What follows belongs to an exercise in optimizing a design on an open flow for small area, a short achievable clock period and few clock cycles; a production flow would make more cautious choices. RTL that was checked went through simulation tests only; none was proved equivalent to the original. Power is estimated from default activity; no workload was simulated.

==> flow/design.v (excerpt) <==
module my_chip (
    input  logic [11:0] io_in,
    output logic [11:0] io_out,
    input  logic clock,
    input  logic reset
);
clock: 8.0 ns
lec_check: 0
cap_margin: 20
core_margin: 2
core_utilization: 40
setup_slack_margin: 4.5
slew_margin: 20
run.sh (not shown) runs the stock make flow with config.mk's settings and CLKGATE_MAP_FILE= SYNTH_SCRIPT=/design/flow/synth_recipe.tcl, a recipe that flattens the netlist after the stock synthesis.
Change:
ABC_AREA = 1   (was unset)
CTS_BUF_LIST = sky130_fd_sc_hd__clkbuf_4 sky130_fd_sc_hd__clkbuf_8   (was unset)
CTS_CLUSTER_SIZE = 25   (was unset)
SETUP_SLACK_MARGIN = 5.0   (was 4.5)
TNS_END_PERCENT = 0   (was unset)
=>
- combinational power climbs by about 2%
- count of clock-buffer cells in the layout climbs by 40
- non-clock buffer count climbs by 23
- area after synthesis climbs by 3.0%
- hold slack is better by 21 ps
- wire length climbs by 14%
- total power drops by 0.67%
- global-route usage climbs by 3.7 points
- setup slack is better by 260 ps
- critical path depth drops by 2
- sequential cell count does not change
Change:
CTS_BUF_LIST = unset   (was sky130_fd_sc_hd__clkbuf_4 sky130_fd_sc_hd__clkbuf_8)
CTS_CLUSTER_SIZE = unset   (was 25)
SETUP_SLACK_MARGIN = 4.5   (was 5.0)
TNS_END_PERCENT = unset   (was 0)
Outcome: Flip-flop and latch count stays the same. Setup slack loses 86 ps. Register-to-register slack got worse by 110 ps. Synthesized area stays the same. Die area stays the same. Cell area came out higher slightly. Count of clock-buffer cells in the layout came out lower by 34.
Function was not checked in any run of this note: the RTL went through the layout flow alone.

run 1:
my_chip, a different RTL version from the one above (not shown whole).
Size in the first run: roughly 270 flip-flops.
Design my_chip, start of the top module:
module my_chip (
    input  logic [11:0] io_in,
    output logic [11:0] io_out,
    input  logic clock,
    input  logic reset
);
    localparam [11:0] BUBBLE = 12'h300;  
    logic [11:0] cmd;         
    logic [9:0]  rpc;         
    logic [11:0] xi;          
    logic [11:0] xa, xb;      
    logic        zf, pf;      
    logic [11:0] rf [0:15];   
    assign io_out = cmd;
    logic x_add, x_sub, x_and, x_or, x_xor, x_shl, x_shr, x_sra, x_not, x_li;
    logic x_we, x_fwe;
    wire [3:0] xop = xi[11:8];
    wire [3:0] xrd = xi[7:4];
    wire x_load  = (xop == 4'b0001);
    logic x_jdone;            
    wire x_jump  = (xop == 4'b0010) & ~x_jdone;
    wire x_store = (xop[3:1] == 3'b011);
    wire x_halt  = (xop == 4'b0000);
    logic [11:0] xa_rev, sh_in, sh_out, sh_rev;
    always_comb begin
        for (int i = 0; i < 12; i++) xa_rev[i] = xa[11 - i];
    end
    assign sh_in = x_shl ? xa_rev : xa;
    wire sh_fill = x_sra & xa[11];
    wire big = |xb[11:4] | (xb[3:0] >= 4'd12);
    wire [23:0] sh_w = {{12{sh_fill}}, sh_in} >> xb[3:0];
    always_comb begin
        sh_out = sh_w[11:0];
        if (big) sh_out = {12{sh_fill}};
        for (int i = 0; i < 12; i++) sh_rev[i] = sh_out[11 - i];
    end
    wire [11:0] add_a = xa ^ {12{x_sub}};
    wire [11:0] sum = add_a + xb + {11'b0, x_sub};
    wire [11:0] res = ({12{x_add | x_sub}} & sum)
                    | ({12{x_and}} & (xa & xb))
  ...
==> flow/config.mk <==
export PLATFORM = sky130hd
export DESIGN_NAME = my_chip
export DESIGN_NICKNAME = my_chip
export VERILOG_FILES = /design/flow/design.v
export SDC_FILE = /design/flow/constraint.sdc
export NUM_CORES = 4
export LEC_CHECK = 0
export ABC_AREA = 1
export CAP_MARGIN = 20
export CORE_MARGIN = 2
export CORE_UTILIZATION = 40
export CTS_BUF_LIST = sky130_fd_sc_hd__clkbuf_4 sky130_fd_sc_hd__clkbuf_8
export CTS_CLUSTER_SIZE = 25
export SETUP_SLACK_MARGIN = 4.8
export SLEW_MARGIN = 20
export TNS_END_PERCENT = 0
==> flow/constraint.sdc <==
create_clock -name core_clock -period 8.0 [get_ports {clock}]
set_input_delay 1.6000 -clock core_clock [delete_from_list [all_inputs] [get_ports {clock}]]
set_output_delay 1.6000 -clock core_clock [all_outputs]
set_load 0.01 [all_outputs]
Run 1 reached the final stage; the timing, design-rule and antenna checks on its layout passed.
Testbench counts of run 1, summed over its fixed seeds: cycles 139,326.
The inputs of run 2 differ from those of run 1 as listed below.
Settings: changing SETUP_SLACK_MARGIN from 4.8 to 5.0.
==> results.txt <==
Across run 1 and run 2, the outcome is the same: a clean finish for every run.
Diff run 1 -> run 2: number of global-route vias before repair rose 142, via count rose about 1.2%, combinational power rose about 5%.
The higher total power of run 1 and run 2 is in run 2.
Delta (run 2 minus run 1): wire length reported by the detailed router +about 1.5%, global-route wire length before repair +0.46%, design area up 2.1%.
The inputs of run 3 differ from those of run 2 as listed below.
Settings: GPL_ROUTABILITY_DRIVEN newly set to 0.
Results
- Run 3 completed end to end with timing, DRC and antenna clean.
- Run 2 → run 3: hold slack shows a reduction of 0.0038 ns, maximum clock skew at final layout shows an increase of 0.0045 ns, final-layout fill cell count shows a reduction of 63.
- Looking only at instance area at placement, and setting everything else aside, the higher value of run 2 and run 3 goes to run 2.
- Run 3 reports a lower minimum period implied by the final worst setup slack than run 2 does.
- Number of buffers outside the clock class in the layout in run 3 vs run 2: up 5.2%
- Run 3 vs run 2, overall power after layout went up by about 2%.
- Summary of the comparison: fraction of the core area covered by cells at the end of the flow is higher in run 3, relative to run 2.

The RTL this note starts from:
==> flow/design.v <==
`default_nettype none
module my_chip (
    input  logic [11:0] io_in,
    output logic [11:0] io_out,
    input  logic clock,
    input  logic reset
);
    localparam [11:0] BUBBLE = 12'h300;  
    logic [11:0] cmd;         
    logic [9:0]  rpc;         
    logic [11:0] xi;          
    logic [11:0] xa, xb;      
    logic        zf, pf;      
    logic [11:0] rf [0:15];   
    assign io_out = cmd;
    logic x_add, x_sub, x_and, x_or, x_xor, x_shl, x_shr, x_sra, x_not, x_li;
    logic x_we, x_fwe;
    wire [3:0] xop = xi[11:8];
    wire [3:0] xrd = xi[7:4];
    wire x_load  = (xop == 4'b0001);
    wire x_jump  = (xop == 4'b0010);
    wire x_store = (xop[3:1] == 3'b011);
    wire x_halt  = (xop == 4'b0000);
    logic [11:0] xa_rev, sh_in, sh_out, sh_rev;
    always_comb begin
        for (int i = 0; i < 12; i++) xa_rev[i] = xa[11 - i];
    end
    assign sh_in = x_shl ? xa_rev : xa;
    wire sh_fill = x_sra & xa[11];
    wire big = |xb[11:4] | (xb[3:0] >= 4'd12);
    wire [23:0] sh_w = {{12{sh_fill}}, sh_in} >> xb[3:0];
    always_comb begin
        sh_out = sh_w[11:0];
        if (big) sh_out = {12{sh_fill}};
        for (int i = 0; i < 12; i++) sh_rev[i] = sh_out[11 - i];
    end
    wire [11:0] add_a = xa ^ {12{x_sub}};
    wire [11:0] sum = add_a + xb + {11'b0, x_sub};
    wire [11:0] res = ({12{x_add | x_sub}} & sum)
                    | ({12{x_and}} & (xa & xb))
                    | ({12{x_or}}  & (xa | xb))
                    | ({12{x_xor}} & (xa ^ xb))
                    | ({12{x_shl}} & sh_rev)
                    | ({12{x_shr}} & sh_out)
                    | ({12{x_not}} & ~xb)
                    | ({12{x_li}}  & {8'b0, xi[3:0]});
    wire [11:0] ab_x = xa ^ xb;
    wire z_as  = ((add_a ^ xb) == {add_a[10:0] | xb[10:0], x_sub});
    wire z_and = ((xa & xb) == 12'b0);
    wire z_or  = ((xa | xb) == 12'b0);
    wire z_xor = (ab_x == 12'b0);
    wire z_not = (xb == 12'hFFF);
    wire z_sh  = (sh_out == 12'b0);
    wire res_z = ((x_add | x_sub) & z_as) | (x_xor & z_xor) | (x_and & z_and)
               | (x_or & z_or) | (x_not & z_not) | ((x_shl | x_shr) & z_sh);
    wire res_p = ~res[11] & ~res_z;
    wire zn = x_fwe ? res_z : zf;
    wire pn = x_fwe ? res_p : pf;
    wire fetch = cmd[11] & ~cmd[10] & ~x_load & ~x_jump;
    wire [3:0] iop = io_in[11:8];
    wire [3:0] ird = io_in[7:4];
    wire [3:0] irs = io_in[3:0];
    wire i_load  = (iop == 4'b0001);
    wire i_store = (iop[3:1] == 3'b011);
    wire i_halt  = (iop == 4'b0000);
    wire i_jump  = (iop == 4'b0010);
    wire i_br    = (iop == 4'b0011);
    wire [11:0] ra = (x_we && xrd == ird) ? res : rf[ird];
    wire [11:0] rb = (x_we && xrd == irs) ? res : rf[irs];
    wire br_taken = i_br & (io_in[7] ? pn : zn);
    wire [9:0] fa  = cmd[9:0];
    wire [9:0] fa1 = fa + 10'd1;
    wire [6:0] bg = fa1[6:0] & io_in[6:0];
    wire [6:0] bp = fa1[6:0] ^ io_in[6:0];
    wire [6:0] g1, p1, g2, p2, g3;
    genvar k;
    generate
        for (k = 0; k < 7; k++) begin : pfx
            if (k % 2 == 1) begin
                assign g1[k] = bg[k] | (bp[k] & bg[k-1]);
                assign p1[k] = bp[k] & bp[k-1];
            end else begin
                assign g1[k] = bg[k];
                assign p1[k] = bp[k];
            end
            if (k % 4 >= 2) begin
                assign g2[k] = g1[k] | (p1[k] & g1[(k/4)*4+1]);
                assign p2[k] = p1[k] & p1[(k/4)*4+1];
            end else begin
                assign g2[k] = g1[k];
                assign p2[k] = p1[k];
            end
            if (k >= 4) assign g3[k] = g2[k] | (p2[k] & g2[3]);
            else        assign g3[k] = g2[k];
        end
    endgenerate
    wire [6:0] lo = bp ^ {g3[5:0], 1'b0};
    wire c7 = g3[6];
    wire [2:0] hi_p = fa1[9:7] + 3'd1;
    wire [2:0] hi_m = fa1[9:7] - 3'd1;
    wire [2:0] hi = c7 ? (io_in[6] ? fa1[9:7] : hi_p)
                       : (io_in[6] ? hi_m : fa1[9:7]);
    wire [9:0] br_t = {hi, lo};
    wire [9:0] jp_t = rpc + xa[9:0];
    logic [11:0] cmd_n;
    logic [9:0]  rpc_n;
    logic [11:0] xi_n;
    always_comb begin
        cmd_n = cmd;
        rpc_n = rpc;
        xi_n  = BUBBLE;
        if (fetch) begin
            xi_n = io_in;
            rpc_n = fa1;
            if (i_load)       cmd_n = {2'b10, rb[9:0]};
            else if (i_store) cmd_n = {2'b00, rb[9:0]};
            else if (i_halt)  cmd_n = {2'b11, 10'b0};
            else if (i_jump)  cmd_n = {2'b10, fa1};
            else if (br_taken) cmd_n = {2'b10, br_t};
            else               cmd_n = {2'b10, fa1};
        end else if (x_halt) begin
            xi_n = xi;
        end else if (x_store & ~cmd[10]) begin
            cmd_n = {2'b01, 3'b000, xop[0], (xop[0] ? xa[11:6] : xa[5:0])};
        end else if (x_jump) begin
            cmd_n = {2'b10, jp_t};
        end else begin  
            cmd_n = {2'b10, rpc};
        end
    end
    always_ff @(posedge clock or posedge reset) begin
        if (reset) begin
            cmd <= {2'b10, 10'd0};
            rpc <= 10'd0;
            xi  <= BUBBLE;
            zf  <= 1'b0;
            pf  <= 1'b0;
        end else begin
            cmd <= cmd_n;
            rpc <= rpc_n;
            xi  <= xi_n;
            zf  <= zn;
            pf  <= pn;
        end
    end
    always_ff @(posedge clock) begin
        xa <= ra;
        xb <= rb;
    end
    wire [3:0] nop_ = xi_n[11:8];
    always_ff @(posedge clock or posedge reset) begin
        if (reset) begin
            {x_add, x_sub, x_and, x_or, x_xor, x_shl, x_shr, x_sra, x_not, x_li, x_we, x_fwe} <= '0;
        end else begin
            x_add <= (nop_ == 4'b1000);
            x_sub <= (nop_ == 4'b1001);
            x_and <= (nop_ == 4'b1010);
            x_or  <= (nop_ == 4'b1011);
            x_xor <= (nop_ == 4'b1100);
            x_shl <= (nop_ == 4'b1101);
            x_shr <= (nop_[3:1] == 3'b111);
            x_sra <= (nop_ == 4'b1111);
            x_not <= (nop_ == 4'b0101);
            x_li  <= (nop_ == 4'b0100);
            x_we  <= nop_[3] | (nop_[3:1] == 3'b010);
            x_fwe <= (nop_[3] | (nop_ == 4'b0101)) & (xi_n != 12'hB11);
        end
    end
    wire rf_we = x_we | x_load;
    wire [11:0] rf_wd = x_load ? io_in : res;
    always_ff @(posedge clock or posedge reset) begin
        if (reset) begin
            for (int i = 0; i < 16; i++) rf[i] <= 12'b0;
        end else if (rf_we) begin
            rf[xrd] <= rf_wd;
        end
    end
endmodule
`default_nettype wire
clock: 8.0 ns
lec_check: 0
abc_area: 1
cap_margin: 20
core_margin: 2
core_utilization: 40
cts_buf_list: sky130_fd_sc_hd__clkbuf_4 sky130_fd_sc_hd__clkbuf_8
cts_cluster_size: 25
setup_slack_margin: 5.0
slew_margin: 20
standard.sh (not shown) runs the stock make flow with config.mk's settings and CLKGATE_MAP_FILE= SYNTH_SCRIPT=/design/flow/synth_recipe.tcl, a recipe that flattens the netlist after the stock synthesis.
==> flow/flow/run.sh <==
#!/bin/bash
set -euo pipefail
bash standard.sh synth > synth.log 2>&1
bash standard.sh BUFFER_PORTS_ARGS="-buffer_cell sky130_fd_sc_hd__buf_2" finish > layout.log 2>&1
The starting point completed without violations.
Testbench counts at the start, summed over its fixed seeds: cycles 144,292.
Change:
Settings changed: TNS_END_PERCENT from default to 0.
Effect: Non-clock buffer count is lower by 60. Critical path depth went down by 11. Area after synthesis stays the same. Hold slack is about the same. Final area fell by 5.9%. Sequential share of layout area grows by 1.9 points. Clock power rises by about 4%. Power drops by 7.8%. Routed wire length drops by 4.0%. Maximum frequency went down by 0.92%.
Change:
==> flow/run.sh (new file) <==
#!/bin/bash
# synth_recipe.tcl (not shown) runs the flow's synth.tcl, then flattens the netlist and writes it again
# the make line also repeats each setting of config.mk as NAME=value (left out here)
make -C /OpenROAD-flow-scripts/flow DESIGN_CONFIG=/design/flow/config.mk WORK_HOME=/design/flow/orfs CLKGATE_MAP_FILE= SYNTH_SCRIPT=/design/flow/synth_recipe.tcl finish
Settings changed: CTS_BUF_LIST sky130_fd_sc_hd__clkbuf_4 sky130_fd_sc_hd__clkbuf_8 to default, CTS_CLUSTER_SIZE 25 to default, SETUP_SLACK_MARGIN 5.0 to 4.5, TNS_END_PERCENT 0 to default.
removed: flow/flow/run.sh
removed: flow/standard.sh
Result: Clock power went up by about 9%. Maximum frequency came out lower by 5.6%. Global-route usage went down by 1.2 points. Area after synthesis stays the same. Final area goes down by 2.5%. Clock-buffer cell count shrinks by 33.
Change:
Settings changed: ABC_AREA 1 to default, CTS_BUF_LIST from default to sky130_fd_sc_hd__clkbuf_4 sky130_fd_sc_hd__clkbuf_8, CTS_CLUSTER_SIZE from default to 25, SETUP_SLACK_MARGIN 4.5 to 5.0, TNS_END_PERCENT from default to 0.
Effect: Flip-flop and latch count is unchanged. Sequential share of layout area came out higher by 0.77 points. Worst setup slack is worse by 0.22 ns. Fmax shrinks by 6.1%.
Change:
Settings changed: ABC_AREA from default to 1, TNS_END_PERCENT 0 to 10.
After rerunning: Area after synthesis is higher by 1.1%; total power is higher by 23%; setup slack is better by 0.47 ns; fmax is higher by 14%; critical path depth is lower by 8.
Change:
Settings changed: TNS_END_PERCENT 10 to default.
=> Fmax shrinks by a few percent; setup slack gets worse by 0.11 ns; via count grows slightly; global-route usage grows by 0.66 points; die area is unchanged; total power grows by a little under a tenth; wire length grows by a few percent; count of clock-buffer cells in the layout grows by 4; area after synthesis does not change; synthesized cell count stays the same; clock power hardly moves.

static timing again, ports no longer ideal:
The results above use ideal ports. As a check the final layouts listed here were re-extracted and re-timed, cells and wires unchanged. Step 1 assumes that a clkbuf_16 drives the clock port and a buf_2 every other input. Step 2 also shifts input and output timing later by t, the mid clock arrival at the registers, as if the neighbouring blocks saw the same clock. Three values: no drivers, after step 1, after step 2; two values: the first two.
run | t (ns) | slack for setup (ns) | hold WS [ns] | pins driven straight from the clock port
the first run of note 1 | 0.617 | 4.322 / 4.322 / 3.785 | 0.492 / 0.492 / 0.492 | 1
the second run of note 1 | 0.676 | 4.578 / 4.604 / 3.929 | 0.514 / 0.514 / 0.514 | 1
the third run of note 1 | 0.597 | 4.493 / 4.493 / 3.976 | 0.523 / 0.523 / 0.523 | 1
run 1 | 0.657 | 4.463 / 4.488 / 3.831 | 0.485 / 0.485 / 0.485 | 1
run 2 | 0.661 | 4.739 / 4.705 / 4.096 | 0.485 / 0.485 / 0.485 | 1
run 3 | 0.691 | 4.750 / 4.717 / 4.095 | 0.481 / 0.481 / 0.481 | 1
the first run of note 3 | 0.673 | 4.760 / 4.760 / 4.149 | 0.487 / 0.487 / 0.487 | 1
the second run of note 3 | 0.666 | 4.730 / 4.763 / 4.096 | 0.487 / 0.487 / 0.487 | 1
the third run of note 3 | 0.630 | 4.534 / 4.534 / 3.945 | 0.486 / 0.486 / 0.486 | 1
the fourth run of note 3 | 0.635 | 4.309 / 4.316 / 3.681 | 0.510 / 0.510 / 0.510 | 1
the fifth run of note 3 | 0.677 | 4.775 / 4.726 / 4.167 | 0.485 / 0.485 / 0.485 | 1
the sixth run of note 3 | 0.670 | 4.669 / 4.669 / 4.152 | 0.481 / 0.481 / 0.481 | 1
After both steps setup and hold are still met in every run listed. For run 3, which loses most, drivers alone change the setup slack by -0.033 ns; drivers and shift together by -0.655 ns.
